Background: an optimization exercise with open tools, aiming at small area, a short achievable clock period and few clock cycles per item. Do not read the settings as production practice. At most, simulation tests tie the RTL to the original design; equivalence was not proved. Power and IR drop assume default switching activity.

Setup of old:
## simple_cpu_top
module simple_cpu_top #(
    parameter BIT_WIDTH = 16,
    parameter PROGRAM_FILE = "program.mem"
)(
    input wire clk,
    input wire rst_n,
    input wire start,
    input wire [BIT_WIDTH-1:0] operand_a,
    input wire [BIT_WIDTH-1:0] operand_b,
    output wire [BIT_WIDTH-1:0] result,
    output wire done
);
    wire [BIT_WIDTH-1:0] product;
    simple_datapath #(.BIT_WIDTH(BIT_WIDTH)) datapath (
        .a(operand_a), .b(operand_b), .p(product)
    );
    simple_control control (
        .clk(clk), .rst_n(rst_n), .start(start), .done(done)
    );
    reg [BIT_WIDTH-1:0] result_r;
    always @(posedge clk)
        if (start) result_r <= product;
    assign result = result_r;
endmodule
Size: ~350 cells after synthesis, roughly 17 flip-flops.
clock: 5.0 ns
lec_check: 0
cap_margin: 20
core_margin: 2
core_utilization: 40
gpl_timing_driven: 0
slew_margin: 20
synth_hierarchical: 1
synth_minimum_keep_size: 0
standard.sh (not shown) runs the stock make flow with config.mk's settings and CLKGATE_MAP_FILE= SYNTH_SCRIPT=/design/flow/synth_recipe.tcl, a recipe that flattens the netlist after the stock synthesis.
==> flow/flow/run.sh <==
#!/bin/bash
# The standard layout, with the port buffers made from buf_2 cells
# (ORFS's default picks a delay buffer, clkdlybuf4s50_1).
set -euo pipefail
bash standard.sh "BUFFER_PORTS_ARGS=-buffer_cell sky130_fd_sc_hd__buf_2" finish > standard_run.log 2>&1
What new does differently from old at the input level:
--- a/flow/design.v
+++ b/flow/design.v
@@ -184,14 +184,14 @@
     mul_fa u23 (.x(w83), .y(w92), .z(w158), .s(w171), .c(w172));
     wire w173, w174;
     mul_fa u24 (.x(w160), .y(w167), .z(w169), .s(w173), .c(w174));
     wire w175, w176;
     mul_fa u25 (.x(w162), .y(w171), .z(w173), .s(w175), .c(w176));
     wire w177, w178;
-    mul_xn u26 (.x(w164), .y(w166), .s(w177));
-    mul_or u27 (.x(w164), .y(w166), .c(w178));
+    mul_xn u26 (.x(w166), .y(w164), .s(w177));
+    mul_or u27 (.x(w166), .y(w164), .c(w178));
     wire w179, w180;
     mul_fa u28 (.x(w101), .y(w24), .z(w38), .s(w179), .c(w180));
     wire w181, w182;
     mul_fa u29 (.x(w51), .y(w63), .z(w74), .s(w181), .c(w182));
     wire w183, w184;
     mul_fa u30 (.x(w84), .y(w9), .z(w93), .s(w183), .c(w184));
@@ -235,14 +235,14 @@
     mul_fa u50 (.x(w211), .y(w213), .z(w200), .s(w219), .c(w220));
     wire w221, w222;
     mul_fa u51 (.x(w202), .y(w215), .z(w217), .s(w221), .c(w222));
     wire w223, w224;
     mul_fa u52 (.x(w204), .y(w219), .z(w221), .s(w223), .c(w224));
     wire w225, w226;
-    mul_xn u53 (.x(w206), .y(w223), .s(w225));
-    mul_or u54 (.x(w206), .y(w223), .c(w226));
+    mul_xn u53 (.x(w206), .y(w208), .s(w225));
+    mul_or u54 (.x(w206), .y(w208), .c(w226));
     wire w227, w228;
     mul_fa u55 (.x(w104), .y(w111), .z(w117), .s(w227), .c(w228));
     wire w229, w230;
     mul_fa u56 (.x(w12), .y(w122), .z(w27), .s(w229), .c(w230));
     wire w231, w232;
     mul_fa u57 (.x(w41), .y(w54), .z(w66), .s(w231), .c(w232));
@@ -256,14 +256,14 @@
     mul_fa u61 (.x(w233), .y(w216), .z(w218), .s(w239), .c(w240));
     wire w241, w242;
     mul_fa u62 (.x(w235), .y(w237), .z(w220), .s(w241), .c(w242));
     wire w243, w244;
     mul_fa u63 (.x(w222), .y(w239), .z(w241), .s(w243), .c(w244));
     wire w245, w246;
-    mul_xn u64 (.x(w224), .y(w243), .s(w245));
-    mul_or u65 (.x(w224), .y(w243), .c(w246));
+    mul_xn u64 (.x(w224), .y(w226), .s(w245));
+    mul_or u65 (.x(w224), .y(w226), .c(w246));
     wire w247, w248;
     mul_fa u66 (.x(w105), .y(w112), .z(w118), .s(w247), .c(w248));
     wire w249, w250;
     mul_fa u67 (.x(w123), .y(w127), .z(w13), .s(w249), .c(w250));
     wire w251, w252;
     mul_fa u68 (.x(w28), .y(w42), .z(w55), .s(w251), .c(w252));
@@ -279,14 +279,14 @@
     mul_fa u73 (.x(w236), .y(w238), .z(w255), .s(w261), .c(w262));
     wire w263, w264;
     mul_fa u74 (.x(w257), .y(w259), .z(w240), .s(w263), .c(w264));
     wire w265, w266;
     mul_fa u75 (.x(w261), .y(w242), .z(w263), .s(w265), .c(w266));
     wire w267, w268;
-    mul_xn u76 (.x(w244), .y(w265), .s(w267));
-    mul_or u77 (.x(w244), .y(w265), .c(w268));
+    mul_xn u76 (.x(w244), .y(w246), .s(w267));
+    mul_or u77 (.x(w244), .y(w246), .c(w268));
     wire w269, w270;
     mul_fa u78 (.x(w106), .y(w113), .z(w119), .s(w269), .c(w270));
     wire w271, w272;
     mul_fa u79 (.x(w124), .y(w128), .z(w131), .s(w271), .c(w272));
     wire w273, w274;
     mul_fa u80 (.x(w14), .y(w29), .z(w43), .s(w273), .c(w274));
@@ -398,31 +398,31 @@
     mul_ha u134 (.x(w32), .y(w137), .s(w349), .c(w350));
     wire w351, w352;
     mul_ha u135 (.x(w141), .y(w139), .s(w351), .c(w352));
     wire w353, w354;
     mul_ha u136 (.x(w147), .y(w145), .s(w353), .c(w354));
     wire w355, w356;
-    mul_ha u137 (.x(w155), .y(w153), .s(w355), .c(w356));
+    mul_ha u137 (.x(w153), .y(w155), .s(w355), .c(w356));
     wire w357, w358;
     mul_ha u138 (.x(w165), .y(w163), .s(w357), .c(w358));
     wire w359, w360;
-    mul_ha u139 (.x(w177), .y(w175), .s(w359), .c(w360));
+    mul_ha u139 (.x(w175), .y(w177), .s(w359), .c(w360));
     wire w361, w362;
     mul_ha u140 (.x(w191), .y(w189), .s(w361), .c(w362));
     wire w363, w364;
     mul_ha u141 (.x(w205), .y(w207), .s(w363), .c(w364));
     wire w365, w366;
-    mul_ha u142 (.x(w208), .y(w225), .s(w365), .c(w366));
+    mul_ha u142 (.x(w223), .y(w225), .s(w365), .c(w366));
     wire w367, w368;
-    mul_ha u143 (.x(w226), .y(w245), .s(w367), .c(w368));
+    mul_ha u143 (.x(w243), .y(w245), .s(w367), .c(w368));
     wire w369, w370;
-    mul_ha u144 (.x(w246), .y(w267), .s(w369), .c(w370));
+    mul_ha u144 (.x(w265), .y(w267), .s(w369), .c(w370));
     wire w371, w372;
     mul_ha u145 (.x(w268), .y(w291), .s(w371), .c(w372));
     wire w373, w374;
-    mul_ha u146 (.x(w317), .y(w292), .s(w373), .c(w374));
+    mul_ha u146 (.x(w292), .y(w317), .s(w373), .c(w374));
     wire w375;
     mul_ao u147 (.g(w1), .p(~w1), .ci(1'b1), .co(w375));
     wire w376;
     mul_ao u148 (.g(w348), .p(w347), .ci(w375), .co(w376));
     wire w377;
     mul_ao u149 (.g(w350), .p(w349), .ci(w376), .co(w377));
### Flow results
The lower final clock period utilization by the worst path of new and old is in old.
Compared to old, new has global-route total usage across every layer 0.20 points higher.
Going from old to new, met3 track demand over resource in global routing fell by 0.28 points, routability congestion estimate decreased about 0.8%, final design instance area without fill went up 1.5%, final period demand of the worst path climbed 8.9 ps, total power fell by 7.4%.
Static leakage of new exceeds that of old by a few percent.
The clock network area share was comparable across new and old.
Relative to old, the synthesis-to-finish area growth of new is higher by 1.8 points.
Clock network fraction of total power delta for new relative to old: 0.4 points higher
Diff old -> new: final worst slack went down, maximum frequency did not really move.
Compared to old, the routing of new uses less wire.
Testbench counts of new, summed over its fixed seeds: cycles 384, items 384.
No functional check of the RTL was part of old.

---

## the previous run
simple_cpu_top, a different RTL version from the one above (not shown whole).
Size in the first run: roughly 350 cells after synthesis, about 17 flip-flops, ~0.0036 sq mm of cells after synthesis.
clock: 5.0 ns
lec_check: 0
cap_margin: 20
core_margin: 2
core_utilization: 40
gpl_timing_driven: 0
slew_margin: 20
synth_hierarchical: 1
synth_minimum_keep_size: 0
==> flow/flow/run.sh <==
#!/bin/bash
# The standard layout with: port buffers made from buf_2 cells (ORFS's
# default picks a delay buffer, clkdlybuf4s50_1); the buffers that synthesis
# (ABC) inserted removed at floorplan, leaving buffering to the resizer, which
# sees the placement; and ORFS's power recovery after global routing, which
# downsizes gates off the critical paths.
set -euo pipefail
bash standard.sh "BUFFER_PORTS_ARGS=-buffer_cell sky130_fd_sc_hd__buf_2" REMOVE_ABC_BUFFERS=1 RECOVER_POWER=100 finish > standard_run.log 2>&1
### the previous run -> the current run
--- a/flow/design.v
+++ b/flow/design.v
@@ -428,42 +428,42 @@
     mul_ha u148 (.x(w243), .y(w245), .s(w373), .c(w374));
     wire w375;
     mul_ao u149 (.g(w374), .p(w373), .ci(w372), .co(w375));
     wire w376, w377;
     mul_ha u150 (.x(w246), .y(w267), .s(w376), .c(w377));
     wire w378;
     mul_ao u151 (.g(w377), .p(w376), .ci(w375), .co(w378));
     wire w379, w380;
     mul_ha u152 (.x(w291), .y(w268), .s(w379), .c(w380));
-    wire w381;
-    mul_ao u153 (.g(w380), .p(w379), .ci(w378), .co(w381));
-    wire w382, w383;
-    mul_ha u154 (.x(w317), .y(w292), .s(w382), .c(w383));
-    wire w384;
-    mul_ao u155 (.g(w383), .p(w382), .ci(w380), .co(w384));
-    wire w385 = w382 & w379;
+    wire w381, w382;
+    mul_ha u153 (.x(w317), .y(w292), .s(w381), .c(w382));
+    wire w383;
+    mul_ao u154 (.g(w382), .p(w381), .ci(w380), .co(w383));
+    wire w384 = w381 & w379;
+    wire w385;
+    mul_ao u155 (.g(w380), .p(w379), .ci(w378), .co(w385));
     wire w386;
-    mul_ao u156 (.g(w384), .p(w385), .ci(w378), .co(w386));
+    mul_ao u156 (.g(w383), .p(w384), .ci(w378), .co(w386));
     assign p[0] = ~w1;
     assign p[1] = w17 ^ w2;
     assign p[2] = ~w348;
     assign p[3] = ~w350;
     assign p[4] = ~w352;
     assign p[5] = ~w354;
     assign p[6] = ~(w356 ^ w355);
     assign p[7] = ~(w359 ^ w358);
     assign p[8] = ~(w364 ^ w363);
     assign p[9] = ~(w367 ^ w366);
     assign p[10] = ~(w370 ^ w369);
     assign p[11] = ~(w373 ^ w372);
     assign p[12] = ~(w376 ^ w375);
     assign p[13] = ~(w379 ^ w378);
-    assign p[14] = ~(w382 ^ w381);
+    assign p[14] = ~(w381 ^ w385);
     assign p[15] = (w346 ^ w386);
 endmodule
 module mul_fa (
     input wire x, y, z,
     output wire s, c
 );
     assign s = x ^ y ^ z;
     assign c = (x & y) | (x & z) | (y & z);
 endmodule
Findings:
Diff the previous run -> the current run: area growth from synthesis to final layout now smaller, smallest setup slack after layout now larger, wire length of the first global-routing pass now larger.
Compared to the previous run, the current run has worst hold margin 0.0054 ns higher.
The current run vs the previous run: total power down slightly
On fraction of standard cell area that is sequential, the current run and the previous run are basically level.
Diff the previous run -> the current run | design area | decrease of about 0.54%
Relative to the previous run, the clock period minus worst slack of the current run is lower by 0.034 ns.
In terms of clock tree cell share of total cell area, the previous run and the current run differ only marginally.
Looking at worst stage delay on the critical path across the current run and the previous run, the one that comes out lower is the current run.
Number of clock buffers in the layout: the current run vs the previous run — no meaningful difference
Testbench counts of the current run, summed over its fixed seeds: cycles 384, items 384.
The RTL of the previous run was laid out without a check of its function.

---

Another version of the RTL of simple_cpu_top (not shown whole).
Size: roughly 380 cells after synthesis, ~52 I/O pins.
// simple_cpu_top
module simple_cpu_top #(
    parameter BIT_WIDTH = 16,
    parameter PROGRAM_FILE = "program.mem"
)(
    input wire clk,
    input wire rst_n,
    input wire start,
    input wire [BIT_WIDTH-1:0] operand_a,
    input wire [BIT_WIDTH-1:0] operand_b,
    output wire [BIT_WIDTH-1:0] result,
    output wire done
);
Settings: LEC_CHECK=0, CAP_MARGIN=20, CORE_MARGIN=2, CORE_UTILIZATION=40, SLEW_MARGIN=20, SYNTH_HIERARCHICAL=1, SYNTH_MINIMUM_KEEP_SIZE=0; clock period 5.0 ns.
run.sh (not shown) runs the stock make flow with config.mk's settings and CLKGATE_MAP_FILE= SYNTH_SCRIPT=/design/flow/synth_recipe.tcl, a recipe that flattens the netlist after the stock synthesis.
Stock flow here: none of the scripts above is used.
Then changed:
--- a/flow/design.v
+++ b/flow/design.v
@@ -345,21 +345,51 @@
     wire w338 = w336 ^ w337;
     wire w339 = w304 ^ w306;
     wire w340 = w308 ^ w338;
     wire w341 = w339 ^ w340;
     wire w342 = w341 ^ w310;
     wire w343 = w312 ^ w342;
     wire w344 = w343 ^ w314;
     wire w345 = w344 ^ w316;
     wire w346 = w345 ^ w318;
-    wire [BIT_WIDTH-1:0] ra = {w346, w292, w268, w265, w243, w223, w205, w191, w175, w165, w153, w147, w141, w32, w17, w1};
-    wire [BIT_WIDTH-1:0] rb = {1'b0, w317, w291, w267, w245, w225, w207, w189, w177, w163, w155, w145, w139, w137, w2, 1'b0};
-    assign p = ra + rb;
+    assign p[0] = w1 ^ 1'b0;
+    wire w347 = w1 & 1'b0;
+    wire w348, w349;
+    mul_ha u92 (.x(w17), .y(w2), .s(w348), .c(w349));
+    assign p[1] = w348 ^ w347;
+    wire w350 = w349 | (w348 & w347);
+    wire w351, w352;
+    mul_ha u93 (.x(w32), .y(w137), .s(w351), .c(w352));
+    assign p[2] = w351 ^ w350;
+    wire w353 = w352 | (w351 & w350);
+    wire w354, w355;
+    mul_ha u94 (.x(w141), .y(w139), .s(w354), .c(w355));
+    assign p[3] = w354 ^ w353;
+    wire w356 = w355 | (w354 & w353);
+    wire w357, w358;
+    mul_ha u95 (.x(w147), .y(w145), .s(w357), .c(w358));
+    assign p[4] = w357 ^ w356;
+    wire w359 = w358 | (w357 & w356);
+    wire w360, w361;
+    mul_ha u96 (.x(w153), .y(w155), .s(w360), .c(w361));
+    assign p[5] = w360 ^ w359;
+    wire w362 = w361 | (w360 & w359);
+    wire w363, w364;
+    mul_ha u97 (.x(w165), .y(w163), .s(w363), .c(w364));
+    assign p[6] = w363 ^ w362;
+    wire w365 = w364 | (w363 & w362);
+    wire w366, w367;
+    mul_ha u98 (.x(w175), .y(w177), .s(w366), .c(w367));
+    assign p[7] = w366 ^ w365;
+    wire w368 = w367 | (w366 & w365);
+    wire [7:0] ta = {w346, w292, w268, w265, w243, w223, w205, w191};
+    wire [7:0] tb = {1'b0, w317, w291, w267, w245, w225, w207, w189};
+    assign p[15:8] = ta + tb + w368;
 endmodule
 module mul_fa (
     input wire x, y, z,
     output wire s, c
 );
     assign s = x ^ y ^ z;
     assign c = (x & y) | (x & z) | (y & z);
 endmodule
 module mul_ha (
After rerunning:
- The changed run reached the layout checks and failed them: setup timing
- final area came out lower by about 9%
- global-route usage went down by 0.29 points
- via count decreases by about 15%
- setup slack gets worse by 390 ps
- count of clock-buffer cells in the layout fell by 1
- maximum frequency shrinks by about 7%
- total power is lower by 28%
No functional check of the RTL was part of any run of this note.

---

Another version of the RTL of simple_cpu_top (not shown whole).
For scale: ~350 cells after synthesis, ~0.0036 mm² of cells after synthesis.
export LEC_CHECK = 0
export CAP_MARGIN = 20
export CORE_MARGIN = 2
export CORE_UTILIZATION = 40
export GPL_TIMING_DRIVEN = 0
export SLEW_MARGIN = 20
export SYNTH_HIERARCHICAL = 1
export SYNTH_MINIMUM_KEEP_SIZE = 0
create_clock -name core_clock -period 5.0 [get_ports {clk}]
standard.sh (not shown) runs the stock make flow with config.mk's settings and CLKGATE_MAP_FILE= SYNTH_SCRIPT=/design/flow/synth_recipe.tcl, a recipe that flattens the netlist after the stock synthesis.
==> flow/flow/run.sh <==
#!/bin/bash
# The standard layout with: port buffers made from buf_2 cells (ORFS's
# default picks a delay buffer, clkdlybuf4s50_1), and the buffers that
# synthesis (ABC) inserted removed at floorplan, leaving buffering to the
# resizer, which sees the placement.
set -euo pipefail
bash standard.sh "BUFFER_PORTS_ARGS=-buffer_cell sky130_fd_sc_hd__buf_2" REMOVE_ABC_BUFFERS=1 finish > standard_run.log 2>&1
The first run went through all stages and came out clean.
Testbench counts at the start, summed over its fixed seeds: cycles 384, items 384.
Then changed:
--- a/flow/design.v
+++ b/flow/design.v
@@ -441,38 +441,41 @@
     wire w384;
     mul_ao u156 (.g(w364), .p(w363), .ci(w383), .co(w384));
     wire w385;
     mul_ao u157 (.g(w366), .p(w365), .ci(w384), .co(w385));
     wire w386;
     mul_ao u158 (.g(w368), .p(w367), .ci(w385), .co(w386));
     wire w387;
-    mul_ao u159 (.g(w370), .p(w369), .ci(w386), .co(w387));
-    wire w388;
-    mul_ao u160 (.g(w374), .p(w373), .ci(w372), .co(w388));
-    wire w389 = w373 & w371;
-    wire w390;
-    mul_ao u161 (.g(w372), .p(w371), .ci(w387), .co(w390));
+    mul_ao u159 (.g(w372), .p(w371), .ci(w370), .co(w387));
+    wire w388 = w371 & w369;
+    wire w389;
+    mul_ao u160 (.g(w374), .p(w373), .ci(w387), .co(w389));
+    wire w390 = w373 & w388;
     wire w391;
-    mul_ao u162 (.g(w388), .p(w389), .ci(w387), .co(w391));
+    mul_ao u161 (.g(w370), .p(w369), .ci(w386), .co(w391));
+    wire w392;
+    mul_ao u162 (.g(w387), .p(w388), .ci(w386), .co(w392));
+    wire w393;
+    mul_ao u163 (.g(w389), .p(w390), .ci(w386), .co(w393));
     assign p[0] = ~(~w1 ^ 1'b1);
     assign p[1] = ~(w347 ^ w375);
     assign p[2] = ~(w349 ^ w376);
     assign p[3] = ~(w351 ^ w377);
     assign p[4] = ~(w353 ^ w378);
     assign p[5] = ~(w355 ^ w379);
     assign p[6] = ~(w357 ^ w380);
     assign p[7] = ~(w359 ^ w381);
     assign p[8] = ~(w361 ^ w382);
     assign p[9] = ~(w363 ^ w383);
     assign p[10] = ~(w365 ^ w384);
     assign p[11] = ~(w367 ^ w385);
     assign p[12] = ~(w369 ^ w386);
-    assign p[13] = ~(w371 ^ w387);
-    assign p[14] = ~(w373 ^ w390);
-    assign p[15] = (w346 ^ w391);
+    assign p[13] = ~(w371 ^ w391);
+    assign p[14] = ~(w373 ^ w392);
+    assign p[15] = (w346 ^ w393);
 endmodule
 module mul_fa (
     input wire x, y, z,
     output wire s, c
 );
     assign s = x ^ y ^ z;
     assign c = (x & y) | (x & z) | (y & z);
Synthesized cell count increases by 0.56%.
Clock power barely changes.
Final cell count went up by 0.40%.
Via count goes up by 1.3%.
Area after synthesis increases by 0.38%.
Wire length is about the same.
No functional check of the RTL was part of the second run of this note.

afterwards: timing with drivers on the ports:
Ports are ideal in the flow. The routed layouts listed here were re-timed in OpenROAD. Step 1 (the two cells are an assumption about what drives the block):
set clk [get_ports {clk}]
set_driving_cell -lib_cell sky130_fd_sc_hd__clkbuf_16 $clk
set_driving_cell -lib_cell sky130_fd_sc_hd__buf_2 [delete_from_list [all_inputs] $clk]
Step 2 adds t to the input delays and takes it off the output delays; t is the mean of the earliest and latest rising clock arrival at the registers after step 1. Input paths then give back, and output paths get back, about the clock's delay inside the block. Three values: no drivers, after step 1, after step 2; two values: the first two.
run | shift t [ns] | setup slack, ns | slew at the worst register clock pin (ns)
old | 0.287 | 0.094 / 0.096 / -0.191 | 0.07 / 0.07
new | 0.287 | 0.085 / 0.053 / -0.234 | 0.07 / 0.07
the previous run | 0.283 | 0.145 / 0.150 / -0.133 | 0.07 / 0.07
the current run | 0.272 | 0.179 / 0.175 / -0.097 | 0.07 / 0.07
the first run of note 3 | 0.266 | 0.068 / 0.059 / -0.206 | 0.06 / 0.06
the second run of note 3 | 0.286 | -0.323 / -0.339 / -0.625 | 0.08 / 0.08
the first run of note 4 | 0.278 | 0.158 / 0.162 / -0.116 | 0.07 / 0.07
the second run of note 4 | 0.276 | 0.128 / 0.117 / -0.159 | 0.07 / 0.07
Met with ideal ports but missed after step 2: setup timing in 7 of these runs. The setup slack of new, which loses most, moves by -0.032 ns with the drivers and by -0.319 ns with both steps.
